From an optimization exercise on the open Yosys and OpenROAD flow, aimed at small area; shortcuts taken in it are not production practice.
RTL that was checked went through simulation tests only; none was proved equivalent to the original.
For run 2, only the layout was checked, not whether the RTL still works.
Power is estimated from default activity; no workload was simulated.

[flow/config.mk]
export PLATFORM = sky130hd
export DESIGN_NAME = uart
export DESIGN_NICKNAME = uart
export VERILOG_FILES = /design/flow/design.v
export SDC_FILE = /design/flow/constraint.sdc
export NUM_CORES = 8
export LEC_CHECK = 0
export CAP_MARGIN = 20
export CORE_MARGIN = 2
export CORE_UTILIZATION = 60
export PLACE_DENSITY = 0.8
export SLEW_MARGIN = 20
[flow/constraint.sdc]
create_clock -name core_clock -period 5.0 [get_ports {clk}]
set_input_delay 1.0000 -clock core_clock [delete_from_list [all_inputs] [get_ports {clk}]]
set_output_delay 1.0000 -clock core_clock [all_outputs]
set_load 0.01 [all_outputs]
[flow/design.v]
module bbfifo_16x8 (
  input        clk,
  input        gsr,
  input  [7:0] data_in,
  input  [2:0] bit_select,
  output       data_bit,
  input        reset,
  input        write,
  input        read,
  output       full,
  output       half_full,
  output       data_present
);
  reg [127:0] sr;
  reg [3:0]   pointer;
  reg         dp;
  wire pz = (pointer == 4'd0);
  wire valid_write = write & (~full | read);
  always @(posedge clk)
    if (valid_write) sr <= {sr[119:0], data_in};
  wire inc = dp & write & ~read & ~full;
  wire dec = dp & read & ~write & ~pz;
  always @(posedge clk)
    if (gsr | reset) begin
      pointer <= 4'd0;
      dp      <= 1'b0;
    end else begin
      if (inc)      pointer <= pointer + 4'd1;
      else if (dec) pointer <= pointer - 4'd1;
      if (dp) begin
        if (pz & read & ~write) dp <= 1'b0;
      end else
        dp <= write;
    end
  wire [15:0] byte_sel = 16'd1 << pointer;
  wire [7:0]  bit_sel  = 8'd1 << bit_select;
  wire [15:0] bits;
  genvar k;
  generate
    for (k = 0; k < 16; k = k + 1) begin : rd
      assign bits[k] = |(sr[8*k +: 8] & bit_sel);
    end
  endgenerate
  assign data_bit     = |(bits & byte_sel);
  assign full         = &pointer;
  assign half_full    = pointer[3];
  assign data_present = dp;
endmodule
module rxfifo_16x8 (
  input        clk,
  input        gsr,
  input  [7:0] data_in,
  output [7:0] data_out,
  input        reset,
  input        write,
  input        read,
  output       full,
  output       half_full,
  output       data_present
);
  reg [7:0]   st [0:15];
  reg [3:0]   pointer;
  reg         dp;
  wire pz = (pointer == 4'd0);
  always @(posedge clk)
    if (read | ~dp) st[0] <= dp ? st[1] : data_in;
  integer i;
  always @(posedge clk)
    for (i = 1; i < 16; i = i + 1)
      if (read | ~dp | (pointer < i))
        st[i] <= (i == 15) ? data_in : st[(i + 1) % 16];
  wire inc = dp & write & ~read & ~full;
  wire dec = dp & read & ~write & ~pz;
  always @(posedge clk)
    if (gsr | reset) begin
      pointer <= 4'd0;
      dp      <= 1'b0;
    end else begin
      if (inc)      pointer <= pointer + 4'd1;
      else if (dec) pointer <= pointer - 4'd1;
      if (dp) begin
        if (pz & read & ~write) dp <= 1'b0;
      end else
        dp <= write;
    end
  assign data_out     = st[0];
  assign full         = &pointer;
  assign half_full    = pointer[3];
  assign data_present = dp;
endmodule
module kcuart_tx (
  input        clk,
  input        gsr,
  output [2:0] bit_select,
  input        data_bit,
  input        send_character,
  input        en_16_x_baud,
  output reg   serial_out,
  output reg   Tx_complete
);
  reg [3:0] state;
  reg [3:0] phase;
  assign bit_select = state[2:0];
  wire idle     = (state == 4'd9);
  wire bit_end  = en_16_x_baud & (&phase);
  always @(posedge clk)
    if (gsr) begin
      state <= 4'd9;
      phase <= 4'd0;
    end else begin
      if (en_16_x_baud & ~idle) phase <= phase + 4'd1;
      if (idle) begin
        if (en_16_x_baud & send_character) state <= 4'd15;
      end else if (bit_end) begin
        if (state == 4'd8) state <= send_character ? 4'd15 : 4'd9;
        else               state <= state + 4'd1;
      end
    end
  always @(posedge clk) begin
    serial_out  <= ~gsr & (state != 4'd15) & (state[3] | data_bit);
    Tx_complete <= ~gsr & bit_end & (state == 4'd7);
  end
endmodule
module kcuart_rx (
  input            clk,
  input            gsr,
  input            serial_in,
  output reg [7:0] data_out,
  output           data_strobe,
  input            en_16_x_baud
);
  reg       sync_serial, stop_bit;
  reg [7:0] count;
  wire idle   = (count == 8'd0);
  wire sample = (count[3:0] == 4'd8) & (count[7:4] != 4'd0) & (count[7:4] <= 4'd8);
  assign data_strobe = (count == 8'd152);
  always @(posedge clk) begin
    sync_serial <= serial_in;
    stop_bit    <= gsr | sync_serial;
  end
  always @(posedge clk)
    if (gsr | data_strobe)
      count <= 8'd0;
    else if (en_16_x_baud & (~idle | ~stop_bit))
      count <= count + 8'd1;
  always @(posedge clk)
    if (en_16_x_baud & sample) data_out <= {stop_bit, data_out[7:1]};
endmodule
module uart_tx (
  input  [7:0] data_in,
  input        write_buffer,
  input        reset_buffer,
  input        en_16_x_baud,
  output       serial_out,
  output       buffer_full,
  output       buffer_half_full,
  input        clk,
  input        gsr
);
  wire [2:0] bit_select;
  wire       fifo_data_bit;
  wire       fifo_data_present;
  wire       fifo_read;
  kcuart_tx kcuart (
    .clk(clk), .gsr(gsr), .bit_select(bit_select), .data_bit(fifo_data_bit), .send_character(fifo_data_present),
    .en_16_x_baud(en_16_x_baud), .serial_out(serial_out), .Tx_complete(fifo_read));
  bbfifo_16x8 buf_0 (
    .clk(clk), .gsr(gsr), .data_in(data_in), .bit_select(bit_select), .data_bit(fifo_data_bit), .reset(reset_buffer),
    .write(write_buffer), .read(fifo_read), .full(buffer_full), .half_full(buffer_half_full),
    .data_present(fifo_data_present));
endmodule
module uart_rx (
  input        serial_in,
  output [7:0] data_out,
  input        read_buffer,
  input        reset_buffer,
  input        en_16_x_baud,
  output       buffer_data_present,
  output       buffer_full,
  output       buffer_half_full,
  input        clk,
  input        gsr
);
  wire [7:0] uart_data_out;
  wire       fifo_write;
  kcuart_rx kcuart (
    .clk(clk), .gsr(gsr), .serial_in(serial_in), .data_out(uart_data_out),
    .data_strobe(fifo_write), .en_16_x_baud(en_16_x_baud));
  rxfifo_16x8 buf_0 (
    .clk(clk), .gsr(gsr), .data_in(uart_data_out), .data_out(data_out), .reset(reset_buffer),
    .write(fifo_write), .read(read_buffer), .full(buffer_full), .half_full(buffer_half_full),
    .data_present(buffer_data_present));
endmodule
module uart (
  input        clk,
  input        rst,               
  input        en_16_x_baud,      
  input  [7:0] tx_data_in,
  input        tx_write_buffer,
  input        tx_reset_buffer,
  output       tx_serial_out,
  output       tx_buffer_full,
  output       tx_buffer_half_full,
  input        rx_serial_in,
  output [7:0] rx_data_out,
  input        rx_read_buffer,
  input        rx_reset_buffer,
  output       rx_buffer_data_present,
  output       rx_buffer_full,
  output       rx_buffer_half_full
);
  uart_tx transmit (
    .data_in(tx_data_in),
    .write_buffer(tx_write_buffer),
    .reset_buffer(tx_reset_buffer),
    .en_16_x_baud(en_16_x_baud),
    .serial_out(tx_serial_out),
    .buffer_full(tx_buffer_full),
    .buffer_half_full(tx_buffer_half_full),
    .clk(clk),
    .gsr(rst));
  uart_rx receive (
    .serial_in(rx_serial_in),
    .data_out(rx_data_out),
    .read_buffer(rx_read_buffer),
    .reset_buffer(rx_reset_buffer),
    .en_16_x_baud(en_16_x_baud),
    .buffer_data_present(rx_buffer_data_present),
    .buffer_full(rx_buffer_full),
    .buffer_half_full(rx_buffer_half_full),
    .clk(clk),
    .gsr(rst));
endmodule
[flow/flow/run.sh]
#!/bin/bash
# Own layout flow: the standard ORFS flow (same make targets, same config.mk and
# flow settings, same synthesis script and register mapping), with three changes:
#  1. ABC maps the combinational logic with the area-oriented script flow/area.abc
#     instead of ORFS's delay-oriented one (ORFS's synth.tcl is used otherwise unchanged);
#  2. clock tree synthesis gets explicit clustering settings and no dummy loads;
#  3. the port buffers that buffer_ports inserts are sky130_fd_sc_hd__buf_1.
# Each tool's output goes to orfs/logs (ORFS's own logs) and to make.log here.
set -euo pipefail
W=$(pwd)
# optional overrides for experiments (CTS_ARGS_OVERRIDE, CTS_SIZE, CTS_DIAM, CTS_BUF)
if [ -f flow/params.sh ]; then source flow/params.sh; fi
export FLOW_OWN_ABC="$W/flow/area.abc"
export CTS_ARGS="${CTS_ARGS_OVERRIDE:--sink_clustering_enable -repair_clock_nets -sink_clustering_size ${CTS_SIZE:-20} -sink_clustering_max_diameter ${CTS_DIAM:-70} -buf_list sky130_fd_sc_hd__clkbuf_${CTS_BUF:-8} -dont_use_dummy_load}"
export BUFFER_PORTS_ARGS="-buffer_cell sky130_fd_sc_hd__buf_1"

# standard.sh's make command line, with our synthesis script in place of synth_recipe.tcl
cmd=$(grep '^make ' standard.sh)
cmd=${cmd//"SYNTH_SCRIPT=$W/synth_recipe.tcl"/"SYNTH_SCRIPT=$W/flow/synth.tcl"}
cmd=${cmd//'"${@:-finish}"'/finish}
echo "$cmd" > make_cmd.txt
eval "$cmd" > make.log 2>&1

results=$W/orfs/results/$FLOW_PLATFORM/uart/base
: # left out here: write the final layout as DEF
[flow/flow/area.abc]
strash
&get -n
&st
&dch -f
&nf -R 1000 -p -F 8 -C 32
&put
strash
&get -n
&st
&dch -f
&nf -R 1000 -p -F 8 -C 32
&put
strash
&get -n
&st
&dch -f
&nf -R 1000 -p -F 8 -C 32
&put
strash
&get -n
&st
&dch -f
&nf -R 1000 -p -F 8 -C 32
&put
strash
&get -n
&st
&dch -f
&nf -R 1000 -p -F 8 -C 32
&put
strash
&get -n
&st
&dch -f
&nf -R 1000 -p -F 8 -C 32
&put
strash
&get -n
&st
&dch -f
&nf -R 1000 -p -F 8 -C 32
&put
strash
&get -n
&st
&dch -f
&nf -R 1000 -p -F 8 -C 32
&put
strash
&get -n
&st
&dch -f
&nf -R 1000 -p -F 8 -C 32
&put
strash
&get -n
&st
&dch -f
&nf -R 1000 -p -F 8 -C 32
&put
strash
&get -n
&st
&dch -f
&nf -R 1000 -p -F 8 -C 32
&put
strash
&get -n
&st
&dch -f
&nf -R 1000 -p -F 8 -C 32
&put
strash
&get -n
&st
&dch -f
&nf -R 1000 -p -F 8 -C 32
&put
strash
&get -n
&st
&dch -f
&nf -R 1000 -p -F 8 -C 32
&put
strash
&get -n
&st
&dch -f
&nf -R 1000 -p -F 8 -C 32
&put
strash
&get -n
&st
&dch -f
&nf -R 1000 -p -F 8 -C 32
&put
[flow/flow/params.sh]
CTS_ARGS_OVERRIDE="-sink_clustering_enable -repair_clock_nets -sink_clustering_size 20 -sink_clustering_max_diameter 70 -buf_list sky130_fd_sc_hd__clkbuf_8 -root_buf sky130_fd_sc_hd__clkbuf_2 -tree_buf sky130_fd_sc_hd__clkbuf_2 -dont_use_dummy_load"
[flow/flow/synth.tcl]
# synth_recipe.tcl (the standard flow's synthesis), except that ORFS's synth.tcl is run with its ABC
# call using the script in $FLOW_OWN_ABC and without its adder mapping; everything else
# is ORFS's synth.tcl as it is.
proc synth {args} { yosys synth -nofsm -noshare {*}$args }
# no separate full/half-adder mapping: ABC maps the counters' logic with the rest
set ::env(ADDER_MAP_FILE) ""
set fh [open $::env(SCRIPTS_DIR)/synth.tcl]
set orfs_synth [read $fh]
close $fh
set from {log_cmd abc {*}$abc_args}
set to {log_cmd abc -script $::env(FLOW_OWN_ABC) {*}[lrange $abc_args 2 end]}
if {[string first $from $orfs_synth] < 0} { error "ORFS synth.tcl has no ABC call to replace" }
set orfs_synth [string map [list $from $to] $orfs_synth]
eval $orfs_synth
# left out here: clear keep_hierarchy, flatten, clean up, hide names made inside functions, write 1_2_yosys.v
[flow/standard.sh]
#!/bin/bash
# synth_recipe.tcl (not shown) runs the flow's synth.tcl, then flattens the netlist and writes it again
# the make line also repeats each setting of config.mk as NAME=value (left out here)
make -C /OpenROAD-flow-scripts/flow DESIGN_CONFIG=/design/flow/config.mk WORK_HOME=/design/flow/orfs CLKGATE_MAP_FILE= SYNTH_SCRIPT=/design/flow/synth_recipe.tcl "${@:-finish}"
==> impl_metrics.ini, run 1 <==
[finish]
fillers = 1111
drive_gt1_share_pct = 5.51
multiInputGateArea_sq_mm = 0.00154
nets = 599
final_cell_area_sq_mm = 0.0107
seq_area_sq_mm = 0.00853
syn_to_final_growth_pct = 6.91

[synthesis]
ys_ff_latch = 294
yosys.area.top_type_share_pct = 78.9
ys_seq_area_share_pct = 84.8
synth.distinct_cells = 40
synth_area_leaders = edfxtp_1 (79%), dfxtp_1 (6.0%), a222oi_1 (3.0%)
synth_nets = 543
synth_ff_type = edfxtp_1
synth_common_cells = edfxtp_1 (264), a222oi_1 (30), dfxtp_1 (30), a21oi_1 (22), nand2_1 (20)
syn_inst = 527
syn-cell-area_sq_mm = 0.0101
synth_edf_count = 264
synth_area_leader_cell = edfxtp_1
synth.avg_cell_area_sq_um = 19.1
async_flop_share_pct = 0
synth_most_common_cell = edfxtp_1
yosysWarningCount = 5

[floorplanning]
boundaryPins = 30
die_h_um = 133
rows = 47
start_util_pct = 61.0
die_x_um = 133
core-area_sq_mm = 0.0165
dieArea_sq_mm = 0.0178

[global_route]
grt_first_pass_wirelength_mm = 26.4
grt_pass1_vias = 5101
grt_max_degree = 63
grt_use_total_pct = 19.2
grt-ovfl-total = 0
antenna_found_initial = 1

[place]
globalplace.congestion = 0.874
port_buffers = 29
dpl-instance-area_sq_mm = 0.0105
place_ws_ns = 1.78
place_hpwl_mm = 11.1

[timing]
finalMaxSlewViolations = 0
finClkSkew_ns = 0.0260
relSlewSlack_pct = 31.1
setup_viol_count_final = 0
timing.hold.ws_ns = 0.326
finalHoldViolCount = 0
period_needed_ns = 3.05
finalCritPeriodShare_pct = 61.0
grt_setup_unrepaired = false
max_freq_mhz = 328
setup_tns_ns = 0
setup_ws_ns = 1.95
worstMarginPinSlew_ns = 1.02

[detailed_routing]
wirelength_mm = 17.0
dr_wl_met3_mm = 1.16
routedWlPerCell_um = 21.2
met2_length_mm = 8.51
via_count = 5114
drtIter0Drc = 614
ant_nets = 0
drc = 0
dr.max_layer_used = met4
via_per_inst = 6.38
drtPass1Iterations = 7
wl_met1_mm = 7.01

[power]
p_leak_nw = 3.56
p_per_area_mw_per_mm2 = 352
power_mw = 3.78
ir_drop_v = 0.000258

[clock_network]
postCtsResizedCells = 0
cts_setup_buffers = 0
numCtsBuffers = 18
postCtsHoldBufs = 0
insertion_delay_ns = 0.76
htree_levels = 1
clk_pin_slew_ns = 0.11
cts_tree = yes
cts_num_sinks = 294
cts-root-buf = clkbuf_2
cts_buffer_depth = 3

[critical_path]
cp_cell_sequence = nand2_1 > clkinv_1 > nand3_1 > clkinv_1 > buf_1
cp-end-kind = output pin
worst-path-buf-inv = 3
cp_common_cell = clkinv_1
crit_required_ns = 4.00
worstPathArrival_ns = 2.05
startpoint_type = flip-flop
timing_worst_setup_path_type = reg2out
max_stage_delay_ns = 0.47
path_delay_family = flip-flops
path_max_fanout = 7
critPathSlowestCell = dfxtp_1

[worst_hold_path]
hold_path_class = in2reg

[outcome]
status = timing/DRC/antenna clean

[run]
max_cap_viol_count = 0
metal layers:
layer  GRT usage, %  vias to the layer above
met3           3.12                       31
li1               -                     2288
met5              0                        -
met4           5.61                        0
met1           26.1                     2582
met2           32.7                      213
registers in the layout, summed over array words and instances, names as in the netlist:
register                     flops
receive.buf_0.dp                 1
receive.buf_0.pointer            4
receive.buf_0.st               128
receive.kcuart.count             8
receive.kcuart.data_out          8
receive.kcuart.stop_bit          1
receive.kcuart.sync_serial       1
transmit.buf_0.dp                1
transmit.buf_0.pointer           4
transmit.buf_0.sr              128
transmit.kcuart.Tx_complete      1
transmit.kcuart.phase            4
transmit.kcuart.serial_out       1
transmit.kcuart.state            4
where the power goes:
group / switching (mW) / internal (mW)
clock: 0.637 / 0.282
combinational: 0.0642 / 0.0353
sequential: 0.0382 / 2.73
total: 0.740 / 3.04
worst register-to-register path, stage by stage (launching register included):
cell and delay (ns):
dfxtp_1 0.61, nor2b_1 0.52, clkinv_1 0.47, nor3_1 0.58
mux2i_1 0.19, xor2_1 0.19, nor3_1 0.18
metrics by stage:
step | utilization [%] | cells
finish | 65.3 | 802
global placement | 63.9 | 783
floorplan | - | 527
global route | 65.3 | 802
detailed placement | 63.9 | 783
CTS | 65.2 | 801
cell type report:
type | count | share of cell area (%)
antenna | 1 | 0.0233
multi-input combinational | 229 | 14.3
timing repair buffer | 36 | 1.51
sequential | 294 | 79.4
tap | 220 | 2.56
clock buffer | 18 | 2.06
inverter | 4 | 0.140
placed cells by master, fill, tap and decap left out, drive strengths merged, types with 5 or more instances in the layout:
cell type  synthesis  routed
dfxtp             30      30
mux2               8       8
nand2             20      20
edfxtp           264     264
a222oi            30      30
o21ai             11      11
nor4               5       5
a22oi             13      13
a31oi             10      10
buf                0      35
and3               7       7
clkbuf             0      19
nor2              18      18
a221oi             5       5
a21oi             22      22
nand3             13      13
nor3              18      18
path summary, 6_finish.rpt:
| path | startpoint | endpoint | slack (ns) | cells past startpoint |
|---|---|---|---|---|
| setup / recovery | transmit.buf_0.pointer[0] | tx_buffer_full | 1.95 | 5 |
| hold / removal | rx_serial_in | receive.kcuart.sync_serial | 0.33 | 1 |
| setup reg to reg | receive.buf_0.dp | receive.buf_0.pointer[1] | 2.18 | 6 |
| hold reg to reg | receive.buf_0.st[10][2] | receive.buf_0.st[9][2] | 0.42 | 0 |
logic make-up after synthesis:
group | count (synthesis) | share of synthesized area, %
XOR/XNOR | 7 | 0.610
multiplexers | 9 | 0.996
flip-flops | 294 | 84.9
buffers and inverters | 4 | 0.149
AO/OA/AOI/OAI | 109 | 8.10
AND/OR/NAND/NOR | 104 | 5.29
==> run 2: changes to the inputs <==
--- a/flow/design.v
+++ b/flow/design.v
@@ -34,14 +34,18 @@
     end
   wire [15:0] byte_sel = 16'd1 << pointer;
   wire [7:0]  bit_sel  = 8'd1 << bit_select;
-  wire [15:0] bits;
-  genvar k;
+  wire [7:0]  planes;
+  genvar j, k;
   generate
-    for (k = 0; k < 16; k = k + 1) begin : rd
-      assign bits[k] = |(sr[8*k +: 8] & bit_sel);
+    for (j = 0; j < 8; j = j + 1) begin : rd
+      wire [15:0] plane;
+      for (k = 0; k < 16; k = k + 1) begin : bt
+        assign plane[k] = sr[8*k + j];
+      end
+      assign planes[j] = |(plane & byte_sel);
     end
   endgenerate
-  assign data_bit     = |(bits & byte_sel);
+  assign data_bit     = |(planes & bit_sel);
   assign full         = &pointer;
   assign half_full    = pointer[3];
   assign data_present = dp;
removed: flow/flow/params.sh
==> run 2 against run 1 <==
Against the previous run: sequential share of layout area down 0.20 points; die area up 0.16%; cell count up 1.0%; critical endpoint unchanged; still clean; non-clock buffer count up 2; critical path depth down 2; global-route usage up 1.1 points; synthesized cell count up 1.3%; total power up 0.68%; maximum frequency down 7.5%; routed wire length up 5.3%.
==> impl_metrics.ini, run 2 <==
[floorplanning]
start_util_pct = 61.1
die_x_um = 134
rows = 47
core-area_sq_mm = 0.0165
die_h_um = 134
boundaryPins = 30
dieArea_sq_mm = 0.0178

[synthesis]
yosys.area.top_type_share_pct = 78.7
synth_ff_type = edfxtp_1
syn_inst = 534
synth_most_common_cell = edfxtp_1
synth_nets = 550
synth_common_cells = edfxtp_1 (264), a222oi_1 (32), dfxtp_1 (30), nor2_1 (26), nand2_1 (22)
synth_area_leader_cell = edfxtp_1
synth_area_leaders = edfxtp_1 (79%), dfxtp_1 (6.0%), a222oi_1 (3.2%)
synth_edf_count = 264
ys_ff_latch = 294
async_flop_share_pct = 0
syn-cell-area_sq_mm = 0.0101
synth.distinct_cells = 38
yosysWarningCount = 5
ys_seq_area_share_pct = 84.7
synth.avg_cell_area_sq_um = 18.9

[clock_network]
cts_setup_buffers = 0
insertion_delay_ns = 0.53
numCtsBuffers = 18
clk_pin_slew_ns = 0.11
cts_buffer_depth = 3
postCtsHoldBufs = 0
htree_levels = 1
cts_num_sinks = 294
cts-root-buf = clkbuf_8
cts_tree = yes
postCtsResizedCells = 0

[power]
pwr-share-seq_pct = 72.6
ir_drop_v = 0.000196
p_int_mw = 3.07
p_sw_share_pct = 19.3
p_leak_nw = 3.58
combPwrFrac_pct = 1.8
clockPowerShare_pct = 25.6
p_per_area_mw_per_mm2 = 353
net-switching-power_mw = 0.733

[timing]
grt_setup_unrepaired = false
setup_viol_count_final = 0
period_needed_ns = 3.29
finalHoldViolCount = 0
worstMarginPinSlew_ns = 1.05
setup_ws_ns = 1.71
finalCritPeriodShare_pct = 65.9
setup_tns_ns = 0
relSlewSlack_pct = 29.6
finClkSkew_ns = 0.0233
finalMaxSlewViolations = 0
max_freq_mhz = 304

[global_route]
grt_use_total_pct = 20.3
grt-ovfl-total = 0
grt_first_pass_wirelength_mm = 27.8
grt_pass1_vias = 5103
antenna_found_initial = 0
grt_max_degree = 50

[critical_path]
worstPathArrival_ns = 2.29
rr_startpoint = transmit.buf_0.pointer[0]
path_max_fanout = 10
timing_worst_setup_path_type = reg2out
startpoint = transmit.buf_0.pointer[0]
cp-end-kind = output pin
crit_required_ns = 4.00
startpoint_type = flip-flop

[detailed_routing]
ant_nets = 0
drtPass1Iterations = 6
drtIter0Drc = 865
via_count = 5236
drc = 0
routedWlPerCell_um = 22.1
via_per_inst = 6.46
wirelength_mm = 17.9

[finish]
utilization_pct = 65.4
diodes = 0
reg_top3 = receive.buf_0.st (128), transmit.buf_0.sr (128)
nets = 608
syn_to_final_growth_pct = 7.01
final_cell_area_sq_mm = 0.0108
drive_gt1_share_pct = 4.92
fillers = 1058
mostFrequentLayoutCells = edfxtp_1 (264), a222oi_1 (32), dfxtp_1 (30)
mostFrequentLayoutCell = edfxtp_1

[place]
port_buffers = 29
dpl-instance-area_sq_mm = 0.0105
place_ws_ns = 1.82
place_hpwl_mm = 11.4
globalplace.congestion = 0.832

[worst_hold_path]
worstHoldStart = receive.buf_0.st[9][1]
hold_path_class = reg2reg

[outcome]
status = timing/DRC/antenna clean

[run]
max_cap_viol_count = 0
## run 2: changes by cell type after synthesis, moves of 3 or more
cell      change
nor3_1        +3
nor2_1        +8
a31oi_1       -9
a221oi_1      +4
nand4_1       +6
nand2b_1      +5
o21ai_0       +7
nand3_1       -5
a21oi_1       -3
a22oi_1       -4
## run 2: worst paths after layout
check	end	depth (start not counted)	slack, ns
worst max register to register	transmit.kcuart.serial_out	9	2.03
worst min-delay path	receive.buf_0.st[8][1]	0	0.40
worst max-delay path	tx_buffer_full	3	1.71
worst min register to register	receive.buf_0.st[8][1]	0	0.40
## run 2: power by group through the flow
stage | Clock, mW | Combinational (mW) | Sequential, mW
final | 0.973 | 0.0697 | 2.77
after global routing | 1.07 | 0.0762 | 2.77
after CTS | 0.996 | 0.0689 | 2.76
after detailed placement | 0 | 0.0688 | 2.82
after global placement | 0 | 0.0650 | 2.81
after floorplan | 0 | 0.0428 | 2.81
## run 2: worst max-delay path, cell delays in order (launching register included)
cell and delay [ns]:
dfxtp_1 0.57, nand2_1 0.22, nor2_1 0.76, buf_1 0.23
## run 2: final cells by class
type / count / area [sq um] / area share (%)
Clock buffer: 18 / 248 / 2.30
Sequential cell: 294 / 8530 / 79.2
Tap cell: 220 / 275 / 2.56
Timing Repair Buffer: 38 / 176 / 1.64
Inverter: 3 / 11.3 / 0.105
Multi-Input combinational cell: 237 / 1530 / 14.2
## run 2: cell families after synthesis
group / share of synthesized area, %
DFF: 84.7
AOI/OAI and AO/OA: 7.72
buffers and inverters: 0.112
and+or+nand+nor: 5.85
xor gates and xnor gates: 0.609
muxes: 0.994
## run 2: metal layers
layer	global-route usage, %	part of all wire [%]	vias to the layer above	routed length, um
li1	-	-	2316	-
met1	29.9	41	2562	7380
met2	31.4	46	324	8310
met3	3.88	10	34	1830
met4	6.32	2.3	0	405
met5	0	0	-	0
## run 2: per-stage QoR
| stage | hold WS [ns] | power, mW | cells |
|---|---|---|---|
| floorplan | 0.391 | 2.85 | 534 |
| global placement | 0.401 | 2.88 | 792 |
| detailed placement | 0.405 | 2.89 | 792 |
| CTS | 0.406 | 3.83 | 810 |
| global route | 0.415 | 3.92 | 810 |
| finish | 0.405 | 3.81 | 810 |
==> run 3: changes to the inputs <==
--- a/flow/design.v
+++ b/flow/design.v
@@ -34,18 +34,14 @@
     end
   wire [15:0] byte_sel = 16'd1 << pointer;
   wire [7:0]  bit_sel  = 8'd1 << bit_select;
-  wire [7:0]  planes;
-  genvar j, k;
+  wire [15:0] bits;
+  genvar k;
   generate
-    for (j = 0; j < 8; j = j + 1) begin : rd
-      wire [15:0] plane;
-      for (k = 0; k < 16; k = k + 1) begin : bt
-        assign plane[k] = sr[8*k + j];
-      end
-      assign planes[j] = |(plane & byte_sel);
+    for (k = 0; k < 16; k = k + 1) begin : rd
+      assign bits[k] = |(sr[8*k +: 8] & bit_sel);
     end
   endgenerate
-  assign data_bit     = |(planes & bit_sel);
+  assign data_bit     = |(bits & byte_sel);
   assign full         = &pointer;
   assign half_full    = pointer[3];
   assign data_present = dp;
==> flow/flow/run.sh (replaced) <==
#!/bin/bash
# Own layout flow: the standard ORFS flow (same make targets, same config.mk and
# flow settings, same register mapping), with three changes:
#  1. synthesis (flow/synth.tcl): ORFS's synth.tcl, but ABC maps the combinational logic
#     with the area-oriented script flow/area.abc instead of ORFS's delay-oriented one,
#     and adders are left to ABC instead of ORFS's half/full-adder mapping;
#  2. clock tree synthesis: clusters of at most 20 flip-flops within 70 um, each driven
#     by a clkbuf_8, a clkbuf_4 root and tree, and no dummy loads;
#  3. the port buffers that buffer_ports inserts are sky130_fd_sc_hd__buf_1.
# Each tool's output goes to orfs/logs (ORFS's own logs) and to make.log here.
set -euo pipefail
W=$(pwd)
# optional overrides for experiments (CTS_ARGS_OVERRIDE, CTS_SIZE, CTS_DIAM, CTS_BUF)
if [ -f flow/params.sh ]; then source flow/params.sh; fi
export FLOW_OWN_ABC="$W/flow/area.abc"
export CTS_ARGS="${CTS_ARGS_OVERRIDE:--sink_clustering_enable -repair_clock_nets -sink_clustering_size ${CTS_SIZE:-20} -sink_clustering_max_diameter ${CTS_DIAM:-70} -buf_list sky130_fd_sc_hd__clkbuf_${CTS_BUF:-8} -root_buf sky130_fd_sc_hd__clkbuf_4 -tree_buf sky130_fd_sc_hd__clkbuf_4 -dont_use_dummy_load}"
export BUFFER_PORTS_ARGS="-buffer_cell sky130_fd_sc_hd__buf_1"

# standard.sh's make command line, with our synthesis script in place of synth_recipe.tcl
cmd=$(grep '^make ' standard.sh)
cmd=${cmd//"SYNTH_SCRIPT=$W/synth_recipe.tcl"/"SYNTH_SCRIPT=$W/flow/synth.tcl"}
cmd=${cmd//'"${@:-finish}"'/finish}
echo "$cmd" > make_cmd.txt
eval "$cmd" > make.log 2>&1

results=$W/orfs/results/$FLOW_PLATFORM/uart/base
: # left out here: write the final layout as DEF
==> flow/flow/params.sh (new file) <==
CTS_SIZE=22
CTS_DIAM=70
==> run 3 against run 2 <==
Against the previous run: maximum frequency increased by 12%; non-clock buffer count decreased by 2; total power is 0.75% lower; first-iteration DRC count is 29% lower; die area shrank 0.16%; synthesized cell count decreased by 1.3%; worst hold slack improved by 0.023 ns; sequential power about the same; routed wire length down 4.9%; combinational power grew 43%; clock skew is 0.0036 ns higher; critical path type unchanged; critical endpoint unchanged.
==> impl_metrics.ini, run 3 <==
[critical_path]
cp-end-kind = output pin
rr_endpoint = receive.buf_0.pointer[1]
worstPathArrival_ns = 1.94
crit_end = tx_buffer_full
timing_worst_setup_path_type = reg2out
rr_startpoint = receive.buf_0.dp
crit_required_ns = 4.00
startpoint_type = flip-flop
startpoint = transmit.buf_0.pointer[0]
reg2reg_depth = 6
rrSetupSlack_ns = 2.17
path_max_fanout = 7

[synthesis]
syn-cell-area_sq_mm = 0.0101
yosysWarningCount = 5
synth.distinct_cells = 40
synth_nets = 543
yosys.area.top_type_share_pct = 78.9
ys_ff_latch = 294
synth_ff_type = edfxtp_1
synth_area_leader_cell = edfxtp_1
synth_area_leaders = edfxtp_1 (79%), dfxtp_1 (6.0%), a222oi_1 (3.0%)
ys_seq_area_share_pct = 84.8
syn_inst = 527
synth_common_cells = edfxtp_1 (264), a222oi_1 (30), dfxtp_1 (30), a21oi_1 (22), nand2_1 (20)
synth_edf_count = 264
async_flop_share_pct = 0
synth.avg_cell_area_sq_um = 19.1
synth_most_common_cell = edfxtp_1

[clock_network]
numCtsBuffers = 17
cts_setup_buffers = 0
postCtsResizedCells = 0
htree_levels = 1
cts_num_sinks = 294
insertion_delay_ns = 0.64
cts-root-buf = clkbuf_4
clk_pin_slew_ns = 0.12
cts_buffer_depth = 3
postCtsHoldBufs = 0
cts_tree = yes

[floorplanning]
die_h_um = 133
rows = 47
boundaryPins = 30
core-area_sq_mm = 0.0165
start_util_pct = 61.0
die_x_um = 133
dieArea_sq_mm = 0.0178

[global_route]
grt_max_degree = 63
antenna_found_initial = 1
grt_use_total_pct = 19.3
grt_first_pass_wirelength_mm = 26.4
grt-ovfl-total = 0
grt_pass1_vias = 5069

[timing]
finalHoldViolCount = 0
setup_tns_ns = 0
period_needed_ns = 2.94
finalMaxSlewViolations = 0
relSlewSlack_pct = 25.5
grt_setup_unrepaired = false
max_freq_mhz = 341
finClkSkew_ns = 0.0269
setup_viol_count_final = 0
timing.hold.ws_ns = 0.428
finalCritPeriodShare_pct = 58.7
worstMarginPinSlew_ns = 1.11

[worst_hold_path]
hold_path_class = reg2reg

[detailed_routing]
via_per_inst = 6.38
wirelength_mm = 17.1
routedWlPerCell_um = 21.3
drtIter0Drc = 610
drtPass1Iterations = 6
ant_nets = 0
drc = 0
via_count = 5109

[place]
place_hpwl_mm = 11.1
globalplace.congestion = 0.874
port_buffers = 29

[finish]
drive_gt1_share_pct = 5.34
nets = 598
seq_area_sq_mm = 0.00853
mostFrequentLayoutCell = edfxtp_1
fillers = 1107
multiInputGateArea_sq_mm = 0.00154
mostFrequentLayoutCells = edfxtp_1 (264), a222oi_1 (30), dfxtp_1 (30)
syn_to_final_growth_pct = 6.85
reg_top3 = receive.buf_0.st (128), transmit.buf_0.sr (128)

[power]
ir_drop_v = 0.000237
p_leak_nw = 3.55
p_per_area_mw_per_mm2 = 352

[outcome]
status = timing/DRC/antenna clean

[run]
max_cap_viol_count = 0
-- run 3: changes by cell type after synthesis, moves of 3 or more --
| cell | before | now |
|---|---|---|
| a221oi_1 | 9 | 5 |
| nand3_1 | 8 | 13 |
| nor2_1 | 26 | 18 |
| a22oi_1 | 9 | 13 |
| nand4_1 | 10 | 4 |
| a21oi_1 | 19 | 22 |
| nor3_1 | 21 | 18 |
| nand2b_1 | 7 | 2 |
| a31oi_1 | 1 | 10 |
| o21ai_0 | 18 | 11 |
-- run 3: layout make-up --
type / instances / share of cell area, %
timing repair buffer: 36 / 1.51
sequential: 294 / 79.4
tap: 220 / 2.56
inverter: 4 / 0.140
multi-input combinational: 229 / 14.3
clock buffer: 17 / 2.00
antenna: 1 / 0.0233
-- run 3: where the power goes --
| part | total [mW] | switching (mW) | leakage, nW | internal [mW] |
|---|---|---|---|---|
| clock | 0.916 | 0.636 | 0.114 | 0.280 |
| sequential | 2.76 | 0.0382 | 2.92 | 2.73 |
| combinational | 0.0995 | 0.0642 | 0.512 | 0.0353 |
-- run 3: how the worst min path moves through the flow --
stage                               startpoint                    endpoint  slack (ns)  depth (start not counted)
floorplan           receive.kcuart.sync_serial     receive.kcuart.stop_bit        0.39                          1
global placement       receive.buf_0.st[11][4]     receive.buf_0.st[10][4]        0.40                          0
detailed placement     receive.buf_0.st[12][5]     receive.buf_0.st[11][5]        0.40                          0
CTS                               rx_serial_in  receive.kcuart.sync_serial        0.39                          1
global route                      rx_serial_in  receive.kcuart.sync_serial        0.40                          1
finish                  receive.buf_0.st[7][6]      receive.buf_0.st[6][6]        0.43                          0
-- run 3: metrics by stage --
| step | setup WS, ns | total power [mW] | area (sq um) | util [%] | std cells |
|---|---|---|---|---|---|
| 4_1_cts | 2.04 | 3.81 | 10700 | 65.2 | 800 |
| 3_5_place_dp | 1.78 | 2.92 | 10500 | 63.9 | 783 |
| 2_1_floorplan | 0.628 | 2.87 | 10100 | - | 527 |
| 5_1_grt | 1.87 | 3.89 | 10700 | 65.2 | 801 |
| 3_3_place_gp | 2.14 | 2.91 | 10500 | 63.9 | 783 |
| 6_report | 2.06 | 3.78 | 10700 | 65.2 | 801 |
-- run 3: layer usage --
metal / track usage [%] / vias up / share of wire, %
met1: 26.1 / 2560 / 40
met3: 3.50 / 27 / 7.5
met5: 0 / - / 0
li1: - / 2293 / -
met4: 5.91 / 0 / 1.9
met2: 32.5 / 229 / 50
-- run 3: cell families after synthesis --
group | count (synthesis) | synth area share [%]
buf+inv | 4 | 0.149
simple gates | 104 | 5.29
xor+xnor | 7 | 0.610
flops | 294 | 84.9
mux | 9 | 0.996
compound gates | 109 | 8.10
-- run 3: critical path, cell delays in order (launching register included) --
cell,delay [ns]
dfxtp_1,0.48
nand2_1,0.28
clkinv_1,0.15
nand3_1,0.15
clkinv_1,0.09
buf_1,0.17
==> run 4: changes to the inputs <==
removed: flow/flow/params.sh
==> run 4 against run 3 <==
Against the previous run: critical path type unchanged; sequential power is essentially flat; routed wire length shrank 0.43%; count of clock-buffer cells in the layout rose by 1; combinational power hardly changed; highest routed layer unchanged; die area did not move; final area grew 0.13%; via count increased by 0.25%; clock skew shrank 0.0075 ns; synthesized cell count unchanged; register-to-register slack hardly changed.
==> impl_metrics.ini, run 4 <==
[outcome]
status = timing/DRC/antenna clean

[timing]
finClkSkew_ns = 0.0194
finalHoldViolCount = 0
max_freq_mhz = 342
timing.hold.ws_ns = 0.422
grt_setup_unrepaired = false
finalMaxSlewViolations = 0
setup_viol_count_final = 0
setup_tns_ns = 0
worstMarginPinSlew_ns = 1.01
relSlewSlack_pct = 32.2
period_needed_ns = 2.92
finalCritPeriodShare_pct = 58.4

[detailed_routing]
ant_nets = 0
drtPass1Iterations = 5
via_count = 5122
via_per_inst = 6.39
wirelength_mm = 17.0
drc = 0
routedWlPerCell_um = 21.2
drtIter0Drc = 545

[synthesis]
syn-cell-area_sq_mm = 0.0101
synth.avg_cell_area_sq_um = 19.1
synth_nets = 543
ys_seq_area_share_pct = 84.8
synth_most_common_cell = edfxtp_1
synth.distinct_cells = 40
synth_area_leaders = edfxtp_1 (79%), dfxtp_1 (6.0%), a222oi_1 (3.0%)
ys_ff_latch = 294
synth_edf_count = 264
synth_ff_type = edfxtp_1
yosysWarningCount = 5
synth_common_cells = edfxtp_1 (264), a222oi_1 (30), dfxtp_1 (30), a21oi_1 (22), nand2_1 (20)
async_flop_share_pct = 0
synth_area_leader_cell = edfxtp_1
syn_inst = 527
yosys.area.top_type_share_pct = 78.9

[finish]
syn_to_final_growth_pct = 6.98
nets = 599
fillers = 1112
utilization_pct = 65.3
mostFrequentLayoutCells = edfxtp_1 (264), a222oi_1 (30), dfxtp_1 (30)
finalNonFillerCells = 802
mostFrequentLayoutCell = edfxtp_1
reg_top3 = receive.buf_0.st (128), transmit.buf_0.sr (128)
drive_gt1_share_pct = 5.51

[floorplanning]
start_util_pct = 61.0
die_x_um = 133
rows = 47
core-area_sq_mm = 0.0165
dieArea_sq_mm = 0.0178
die_h_um = 133
boundaryPins = 30

[clock_network]
insertion_delay_ns = 0.64
htree_levels = 1
postCtsHoldBufs = 0
numCtsBuffers = 18
cts_tree = yes
cts_num_sinks = 294
cts_buffer_depth = 3
cts_setup_buffers = 0
postCtsResizedCells = 0
cts-root-buf = clkbuf_4
clk_pin_slew_ns = 0.11

[worst_hold_path]
min_path_cells = 0
hold_path_class = reg2reg

[power]
p_per_area_mw_per_mm2 = 353
combPwrFrac_pct = 2.6
net-switching-power_mw = 0.740
p_sw_share_pct = 19.5
ir_drop_v = 0.000260
pwr-share-seq_pct = 72.8
power_mw = 3.80
p_leak_nw = 3.56
clockPowerShare_pct = 24.6
p_int_mw = 3.06

[global_route]
grt_pass1_vias = 5106
top_usage_layer = met2
use_met3_pct = 3.23
use_met1_pct = 26.1
met2_usage_pct = 32.7
antenna_found_initial = 1
grt_max_degree = 63
grt_use_total_pct = 19.2
grt_first_pass_wirelength_mm = 26.5
grt-ovfl-total = 0

[run]
max_cap_viol_count = 0

[critical_path]
timing_worst_setup_path_type = reg2out
crit_required_ns = 4.00
worstPathArrival_ns = 1.92
path_max_fanout = 7
startpoint_type = flip-flop
cp-end-kind = output pin
reg2reg_depth = 6

[place]
place_hpwl_mm = 11.1
dp_cells = 783
globalplace.congestion = 0.874
port_buffers = 29
[run 4: final cells by class]
type | count | area [sq um] | area share [%]
Antenna cell | 1 | 2.50 | 0.0233
Sequential cell | 294 | 8530 | 79.3
Inverter | 4 | 15.0 | 0.140
Timing Repair Buffer | 36 | 163 | 1.51
Multi-Input combinational cell | 229 | 1540 | 14.3
Tap cell | 220 | 275 | 2.56
Clock buffer | 18 | 229 | 2.13
[run 4: logic make-up after synthesis]
| kind of cell | after synthesis | share of synthesized area (%) |
|---|---|---|
| xor+xnor | 7 | 0.610 |
| simple gates | 104 | 5.29 |
| buf+inv | 4 | 0.149 |
| flops | 294 | 84.9 |
| compound gates | 109 | 8.10 |
| mux | 9 | 0.996 |
[run 4: worst max-delay path: stages, from the launching register on]
cell and delay [ns]:
dfxtp_1 0.47, nand2_1 0.28, clkinv_1 0.15, nand3_1 0.15
clkinv_1 0.09, buf_1 0.17
[run 4: final timing paths]
path | start | to | slack, ns
worst max-delay path | transmit.buf_0.pointer[0] | tx_buffer_full | 2.08
worst max register to register | receive.buf_0.dp | receive.buf_0.pointer[1] | 2.16
worst min register to register | receive.buf_0.st[10][2] | receive.buf_0.st[9][2] | 0.42
worst min-delay path | receive.buf_0.st[10][2] | receive.buf_0.st[9][2] | 0.42
[run 4: through the flow]
step / cell area (sq um) / worst slack, ns
2_1_floorplan: 10100 / 0.628
3_3_place_gp: 10500 / 2.14
3_5_place_dp: 10500 / 1.78
4_1_cts: 10700 / 2.07
5_1_grt: 10800 / 1.88
6_report: 10800 / 2.08
[run 4: per-layer routing]
| layer | up-vias | wire length, um |
|---|---|---|
| met5 | - | 0 |
| met3 | 34 | 1180 |
| met1 | 2603 | 6980 |
| met2 | 195 | 8470 |
| li1 | 2290 | - |
| met4 | 0 | 336 |
[run 4: power by group through the flow]
stage               combinational, mW  sequential (mW)  clock, mW
floorplan                      0.0634             2.81          0
global route                    0.109             2.77       1.03
finish                          0.100             2.76      0.934
CTS                            0.0992             2.76      0.959
detailed placement             0.0989             2.82          0
global placement               0.0936             2.81          0
==> run 5: changes to the inputs <==
==> flow/run.sh (new file) <==
#!/bin/bash
# synth_recipe.tcl (not shown) runs the flow's synth.tcl, then flattens the netlist and writes it again
# the make line also repeats each setting of config.mk as NAME=value (left out here)
make -C /OpenROAD-flow-scripts/flow DESIGN_CONFIG=/design/flow/config.mk WORK_HOME=/design/flow/orfs CLKGATE_MAP_FILE= SYNTH_SCRIPT=/design/flow/synth_recipe.tcl finish
--- a/flow/config.mk
+++ b/flow/config.mk
@@ -7,6 +7,8 @@
 export LEC_CHECK = 0
 export CAP_MARGIN = 20
 export CORE_MARGIN = 2
-export CORE_UTILIZATION = 60
-export PLACE_DENSITY = 0.8
+export CORE_UTILIZATION = 40
+export CTS_BUF_LIST = sky130_fd_sc_hd__clkbuf_16
+export CTS_CLUSTER_DIAMETER = 60
+export CTS_CLUSTER_SIZE = 30
 export SLEW_MARGIN = 20
removed: flow/flow/run.sh
removed: flow/flow/area.abc
removed: flow/flow/synth.tcl
removed: flow/standard.sh
==> run 5 against run 4 <==
Against the previous run: sequential power about the same; synthesized cell count up 17%; combinational power rose by about 30%; first-iteration DRC count is 3.7% higher; worst setup slack lost 0.47 ns; worst hold slack got worse by 0.0076 ns; non-clock buffer count did not move; via count up 5.6%; core utilization down 19 points; clock power rose by about 80%; largest power group unchanged; total power is 20% higher; sequential share of layout area is 8.2 points lower; critical path type unchanged.
==> impl_metrics.ini, run 5 <==
[critical_path]
worstPathArrival_ns = 2.39
rr_startpoint = transmit.kcuart.state[1]
crit_required_ns = 4.00
cp-end-kind = output pin
reg2reg_depth = 9
rrSetupSlack_ns = 2.09
rr_endpoint = transmit.kcuart.serial_out
path_max_fanout = 14
startpoint_type = flip-flop
timing_worst_setup_path_type = reg2out

[clock_network]
cts-root-buf = clkbuf_16
cts_buffer_depth = 3
postCtsHoldBufs = 0
clk_pin_slew_ns = 0.09
cts_num_sinks = 294
postCtsResizedCells = 0
numCtsBuffers = 20
htree_levels = 1
insertion_delay_ns = 0.51
cts_tree = yes
cts_setup_buffers = 0

[timing]
relSlewSlack_pct = 28.7
finClkSkew_ns = 0.0196
finalHoldViolCount = 0
max_freq_mhz = 295
setup_tns_ns = 0
setup_viol_count_final = 0
period_needed_ns = 3.39
setup_ws_ns = 1.61
grt_setup_unrepaired = false
finalCritPeriodShare_pct = 67.7
worstMarginPinSlew_ns = 1.06
finalMaxSlewViolations = 0

[worst_hold_path]
holdPathEnd = receive.kcuart.stop_bit
worstHoldStart = receive.kcuart.sync_serial
hold_path_class = reg2reg
min_path_cells = 1

[synthesis]
synth.avg_cell_area_sq_um = 17.3
ys_ff_latch = 294
synth_nets = 646
synth.distinct_cells = 54
synth_edf_count = 264
synth_area_leader_cell = edfxtp_1
synth_common_cells = edfxtp_1 (264), dfxtp_1 (30), nand2_1 (26), nor2_1 (25), a222oi_1 (23)
syn-cell-area_sq_mm = 0.0107
synth_area_leaders = edfxtp_1 (74%), dfxtp_1 (5.6%), a222oi_1 (2.2%)
async_flop_share_pct = 0
syn_inst = 616
yosys.area.top_type_share_pct = 74.3
synth_ff_type = edfxtp_1
ys_seq_area_share_pct = 79.9
yosysWarningCount = 5
synth_most_common_cell = edfxtp_1

[detailed_routing]
drc = 0
via_per_inst = 5.45
via_count = 5409
drtIter0Drc = 565
routedWlPerCell_um = 18.7
drtPass1Iterations = 17
wirelength_mm = 18.5
ant_nets = 0

[finish]
fillers = 2284
syn_to_final_growth_pct = 12.4
drive_gt1_share_pct = 9.73
reg_top3 = receive.buf_0.st (128), transmit.buf_0.sr (128)
diodes = 0
mostFrequentLayoutCell = edfxtp_1
nets = 674
mostFrequentLayoutCells = edfxtp_1 (264), dfxtp_1 (30), clkdlybuf4s50_1 (29)

[floorplanning]
boundaryPins = 30
dieArea_sq_mm = 0.0280
start_util_pct = 40.8
rows = 59
die_x_um = 167
core-area_sq_mm = 0.0261
die_h_um = 167

[run]
max_cap_viol_count = 0

[global_route]
grt_use_total_pct = 13.2
grt_pass1_vias = 5326
grt-ovfl-total = 0
antenna_found_initial = 0
grt_first_pass_wirelength_mm = 29.4
grt_max_degree = 58

[place]
globalplace.congestion = 0.799
port_buffers = 29
place_hpwl_mm = 12.0
place_ws_ns = 1.71

[outcome]
status = timing/DRC/antenna clean

[power]
p_leak_nw = 4.04
p_per_area_mw_per_mm2 = 380
ir_drop_v = 0.000289
run 5: changes by cell type after synthesis, sizes merged, moves of 6 or more:
cell,before,now
ha,0,13
a31oi,10,3
clkbuf,0,16
o21ai,11,19
inv,0,15
xor2,4,11
buf,0,14
nand2,20,26
nor2,18,25
a222oi,30,23
a21oi,22,14
run 5: worst max-delay path, stage by stage (launching register included):
cell and delay [ns]:
dfxtp_1 0.66, nand4_1 0.51, inv_1 0.15, clkdlybuf4s50_1 0.56
run 5: worst max-delay path by stage:
stage,from,endpoint,slack [ns],depth (start not counted)
final,transmit.buf_0.pointer[0],tx_buffer_full,1.61,3
after global routing,transmit.buf_0.pointer[0],tx_buffer_full,1.42,3
after CTS,transmit.buf_0.pointer[0],tx_buffer_full,1.61,3
after detailed placement,rx_read_buffer,receive.buf_0.st[11][1],1.71,4
after global placement,rx_read_buffer,receive.buf_0.st[9][3],1.84,4
after floorplan,tx_write_buffer,transmit.buf_0.sr[0],0.63,1
run 5: area by class of cell:
type	instances	area (sq um)	share of cell area, %
inverters	15	56.3	0.469
clock buffers	20	500	4.17
multi-input cells	277	1970	16.4
flip-flops and latches	294	8530	71.1
repair buffers	36	343	2.86
clock inverters	16	181	1.51
well taps	335	419	3.49
run 5: routing by layer:
| metal | vias to the layer above | GRT usage [%] | routed length, um |
|---|---|---|---|
| li1 | 2501 | - | - |
| met1 | 2747 | 18.9 | 8640 |
| met2 | 141 | 20.9 | 8590 |
| met3 | 20 | 2.77 | 1010 |
| met4 | 0 | 3.14 | 289 |
| met5 | - | 0 | 0 |
run 5: per-stage QoR:
step / hold slack (ns) / cell area, sq um / power, mW / util, % / instances
2_1_floorplan: 0.389 / 10700 / 2.89 / - / 616
3_3_place_gp: 0.395 / 11300 / 2.94 / 43.2 / 957
3_5_place_dp: 0.397 / 11300 / 2.94 / 43.3 / 957
4_1_cts: 0.419 / 12000 / 4.61 / 45.9 / 993
5_1_grt: 0.425 / 12000 / 4.73 / 45.9 / 993
6_report: 0.414 / 12000 / 4.56 / 45.9 / 993
run 5: kinds of logic after synthesis:
family | synth area share [%]
AO/OA/AOI/OAI | 7.82
XOR/XNOR | 1.48
adder cells (fa/ha/maj) | 1.71
buffers and inverters | 1.85
flip-flops | 79.9
multiplexers | 1.24
AND/OR/NAND/NOR | 5.98
run 5: power breakdown:
part / leakage (nW) / switching (mW) / total [mW] / internal [mW]
Clock: 0.324 / 0.883 / 1.68 / 0.794
Sequential: 2.92 / 0.0331 / 2.76 / 2.72
Combinational: 0.796 / 0.0763 / 0.130 / 0.0532
Total: 4.04 / 0.992 / 4.56 / 3.57

[port drivers added, routing unchanged]
In the flow no input, the clock included, has a driving cell. The finished layouts below were timed again as built, in two steps.
Step 1, drivers: a clkbuf_16 drives clk and a buf_2 each remaining input, both assumed.
Step 2 times the ports against the registers' clock, not the clock port: input delays grow and output delays shrink by t, the midpoint of the rising clock arrivals with the driver on.
Three values: ideal ports, drivers, drivers and shift; two values: the first two.
| run | shift t [ns] | slack for setup (ns) | worst setup path at the end | clock arrival spread, ns | worst register clock-pin slew, ns |
|---|---|---|---|---|---|
| run 1 | 0.772 | 1.951 / 1.917 / 1.791 | input to register | 0.044 / 0.044 | 0.12 / 0.12 |
| run 2 | 0.559 | 1.705 / 1.666 / 1.687 | input to register | 0.024 / 0.025 | 0.12 / 0.12 |
| run 3 | 0.659 | 2.064 / 2.031 / 1.775 | input to register | 0.037 / 0.037 | 0.12 / 0.12 |
| run 4 | 0.655 | 2.079 / 2.044 / 1.765 | input to register | 0.038 / 0.039 | 0.12 / 0.12 |
| run 5 | 0.551 | 1.614 / 1.568 / 1.711 | input to register | 0.026 / 0.026 | 0.09 / 0.09 |
After both steps every run listed still meets setup and hold. The setup slack of run 4, which loses most, moves by -0.035 ns with the drivers and by -0.314 ns with both steps.
